This is an optimization exercise on Yosys and OpenROAD, whose aim is small area, not a production implementation. Function was checked by simulation only, so behaviour that the tests miss may differ from the original.

Design int_alu_top, start of the top module:
module int_alu_top (
    input  logic        clk          ,
    input  logic        rst_n        ,
    input  logic        in_valid     ,
    input  logic [ 4:0] in_microop   ,
    input  logic [31:0] in_data1     ,
    input  logic [31:0] in_data2     ,
    input  logic [ 5:0] in_dest      ,
    input  logic [ 2:0] in_ticket    ,
    output logic        out_valid    ,
    output logic [ 5:0] out_dest     ,
    output logic [ 2:0] out_ticket   ,
    output logic [31:0] out_data     ,
    output logic        out_exception,
    output logic [ 3:0] out_cause    ,
    output logic        busy
);
Settings: LEC_CHECK=0, ABC_AREA=1, CAP_MARGIN=20, CORE_MARGIN=2, CORE_UTILIZATION=55, CTS_BUF_LIST=sky130_fd_sc_hd__clkbuf_8, SLEW_MARGIN=20; clock period 10.0 ns.
standard.sh (not shown) runs the stock make flow with config.mk's settings and CLKGATE_MAP_FILE= SYNTH_SCRIPT=/design/flow/synth_recipe.tcl, a recipe that flattens the netlist after the stock synthesis.
==> flow/flow/run.sh <==
#!/bin/bash
# The standard layout, except that the port buffers (which the standard
# flow inserts on every input and output) use the smallest buffer cell,
# sky130_fd_sc_hd__buf_1, instead of the one buffer_ports picks by default.
# Synthesis is the standard one, run unchanged. Each step's log is kept here;
# ORFS also keeps every tool's own log under orfs/logs/.
set -euo pipefail
bash standard.sh synth > synth.log 2>&1
bash standard.sh BUFFER_PORTS_ARGS="-buffer_cell sky130_fd_sc_hd__buf_1" CTS_ARGS="-sink_clustering_enable -repair_clock_nets -dont_use_dummy_load" finish > layout.log 2>&1
Rerun with:
==> flow/flow/run.sh (replaced) <==
#!/bin/bash
# The standard layout (standard synthesis, run unchanged), except:
# - the port buffers, which the standard flow inserts on every input and
#   output, use the smallest buffer cell, sky130_fd_sc_hd__buf_1, instead of
#   the one buffer_ports picks by default;
# - clock tree synthesis uses clkbuf_8 buffers and no dummy load cells.
# Each step's log is kept here; ORFS also keeps every tool's own log under
# orfs/logs/.
set -euo pipefail
bash standard.sh synth > synth.log 2>&1
bash standard.sh \
  BUFFER_PORTS_ARGS="-buffer_cell sky130_fd_sc_hd__buf_1" \
  CTS_ARGS="-sink_clustering_enable -repair_clock_nets -dont_use_dummy_load -buf_list sky130_fd_sc_hd__clkbuf_8" \
  finish > layout.log 2>&1
CTS_BUF_LIST = not set   (was sky130_fd_sc_hd__clkbuf_8)
PLACE_DENSITY = 0.75   (was not set)
Routed wire length came out lower by 9.7%.
Via count went up by 1.0%.
Rerun with:
==> flow/flow/run.sh (replaced) <==
#!/bin/bash
# The standard layout, with the port buffers (which the standard flow also
# inserts) taken from the smallest buffer cell instead of clkdlybuf4s50_1.
set -euo pipefail
bash standard.sh BUFFER_PORTS_ARGS="-buffer_cell sky130_fd_sc_hd__buf_1" finish > layout.log 2>&1
PLACE_DENSITY = not set   (was 0.75)
Maximum frequency decreases by 0.32%.
First-iteration DRC count fell by 14%.
Area after synthesis is unchanged.
Rerun with:
==> flow/flow/run.sh (replaced) <==
#!/bin/bash
# The standard layout (standard synthesis, run unchanged), except:
# - the port buffers, which the standard flow inserts on every input and
#   output, use the smallest buffer cell, sky130_fd_sc_hd__buf_1, instead of
#   the one buffer_ports picks by default;
# - clock tree synthesis uses clkbuf_8 buffers and no dummy load cells.
# Each step's log is kept here; ORFS also keeps every tool's own log under
# orfs/logs/.
set -euo pipefail
bash standard.sh synth > synth.log 2>&1
bash standard.sh \
  BUFFER_PORTS_ARGS="-buffer_cell sky130_fd_sc_hd__buf_1" \
  CTS_ARGS="-sink_clustering_enable -repair_clock_nets -dont_use_dummy_load -buf_list sky130_fd_sc_hd__clkbuf_8" \
  finish > layout.log 2>&1
CORE_UTILIZATION = 65   (was 55)
PLACE_DENSITY = 0.8   (was not set)
Hold slack gets worse by 0.019 ns.
Die area is lower by 15%.
Critical path depth increases by 2.


Starting RTL as in the previous note.
==> flow/config.mk <==
export PLATFORM = sky130hd
export DESIGN_NAME = int_alu_top
export DESIGN_NICKNAME = int_alu_top
export VERILOG_FILES = /design/flow/design.v
export SDC_FILE = /design/flow/constraint.sdc
export NUM_CORES = 4
export LEC_CHECK = 0
export ABC_AREA = 1
export CAP_MARGIN = 0
export CORE_MARGIN = 2
export CORE_UTILIZATION = 55
export SLEW_MARGIN = 0
==> flow/constraint.sdc <==
create_clock -name core_clock -period 10.0 [get_ports {clk}]
set_input_delay 2.0000 -clock core_clock [delete_from_list [all_inputs] [get_ports {clk}]]
set_output_delay 2.0000 -clock core_clock [all_outputs]
set_load 0.01 [all_outputs]
run.sh (not shown) runs the stock make flow with config.mk's settings and CLKGATE_MAP_FILE= SYNTH_SCRIPT=/design/flow/synth_recipe.tcl, a recipe that flattens the netlist after the stock synthesis.
Stock flow here: none of the scripts above is used.
Edit:
==> flow/flow/run.sh (new file) <==
#!/bin/bash
# The standard layout, except that the port buffers (which the standard
# flow inserts on every input and output) use the smallest buffer cell,
# sky130_fd_sc_hd__buf_1, instead of the one buffer_ports picks by default.
# Synthesis is the standard one, run unchanged. Each step's log is kept here;
# ORFS also keeps every tool's own log under orfs/logs/.
set -euo pipefail
bash standard.sh synth > synth.log 2>&1
bash standard.sh BUFFER_PORTS_ARGS="-buffer_cell sky130_fd_sc_hd__buf_1" finish > layout.log 2>&1
==> flow/standard.sh (new file) <==
#!/bin/bash
# synth_recipe.tcl (not shown) runs the flow's synth.tcl, then flattens the netlist and writes it again
# the make line also repeats each setting of config.mk as NAME=value (left out here)
make -C /OpenROAD-flow-scripts/flow DESIGN_CONFIG=/design/flow/config.mk WORK_HOME=/design/flow/orfs CLKGATE_MAP_FILE= SYNTH_SCRIPT=/design/flow/synth_recipe.tcl "${@:-finish}"
CAP_MARGIN = 20   (was 0)
SLEW_MARGIN = 20   (was 0)
removed: flow/run.sh
Outcome: The new run completed without violations. Hold slack is about the same. Cell area is lower by a few percent. Worst setup slack gets better by 0.17 ns. Utilization falls by 2.1 points. Clock skew is about the same. Wire length drops slightly. Global-route usage went down by 0.26 points.
Edit:
PLACE_DENSITY = 0.75   (was not set)
The changed run went through all stages and came out clean; fmax went down by 0.52%; via count went up by 0.50%; wire length went down by 9.8%; critical path depth is unchanged; final cell count is about the same; core utilization went down by 0.12 points; register-to-register slack improved by 0.39 ns; cell area stays flat.
Edit:
==> flow/run.sh (new file) <==
#!/bin/bash
# synth_recipe.tcl (not shown) runs the flow's synth.tcl, then flattens the netlist and writes it again
# the make line also repeats each setting of config.mk as NAME=value (left out here)
make -C /OpenROAD-flow-scripts/flow DESIGN_CONFIG=/design/flow/config.mk WORK_HOME=/design/flow/orfs CLKGATE_MAP_FILE= SYNTH_SCRIPT=/design/flow/synth_recipe.tcl finish
PLACE_DENSITY = not set   (was 0.75)
removed: flow/flow/run.sh
removed: flow/standard.sh
- The changed run completed with no timing, DRC or antenna violations
- clock-buffer cell count drops by 2
- design area rose by 3.8%
- global-route usage grows by 4.9 points

==> afterwards: timing with drivers on the ports <==
How much do the figures lean on ideal ports? The routed layouts below were timed once more, with nothing changed but the port constraints. Step 1 assumes that a clkbuf_16 drives the clock port and a buf_2 every other input. Step 2 moves the port delays by t, midway between the first and last clock arrival at a register: inputs arrive t later, outputs are due t later. That takes back most of the time a late clock gives input paths. Three values: ideal, step 1, step 2; two values: the first two.
| run | t, ns | setup WS [ns] | worst slew at a driven data input, ns |
|---|---|---|---|
| the first run of note 1 | 0.501 | 0.439 / 0.400 / 0.222 | 0.13 |
| the second run of note 1 | 0.584 | 0.475 / 0.457 / -0.087 | 0.13 |
| the third run of note 1 | 0.520 | 0.444 / 0.406 / 0.141 | 0.14 |
| the fourth run of note 1 | 0.577 | 0.248 / 0.224 / -0.053 | 0.10 |
| the first run of note 2 | 0.520 | 0.277 / 0.241 / 0.005 | 0.12 |
| the second run of note 2 | 0.520 | 0.444 / 0.406 / 0.141 | 0.14 |
| the third run of note 2 | 0.534 | 0.395 / 0.422 / -0.112 | 0.13 |
| the fourth run of note 2 | 0.520 | 0.277 / 0.241 / 0.005 | 0.12 |
With both steps, setup timing fails in the second run of note 1, the fourth run of note 1 and the third run of note 2, where it was met with ideal ports. For the second run of note 1, which loses most, drivers alone change the setup slack by -0.018 ns; drivers and shift together by -0.562 ns.
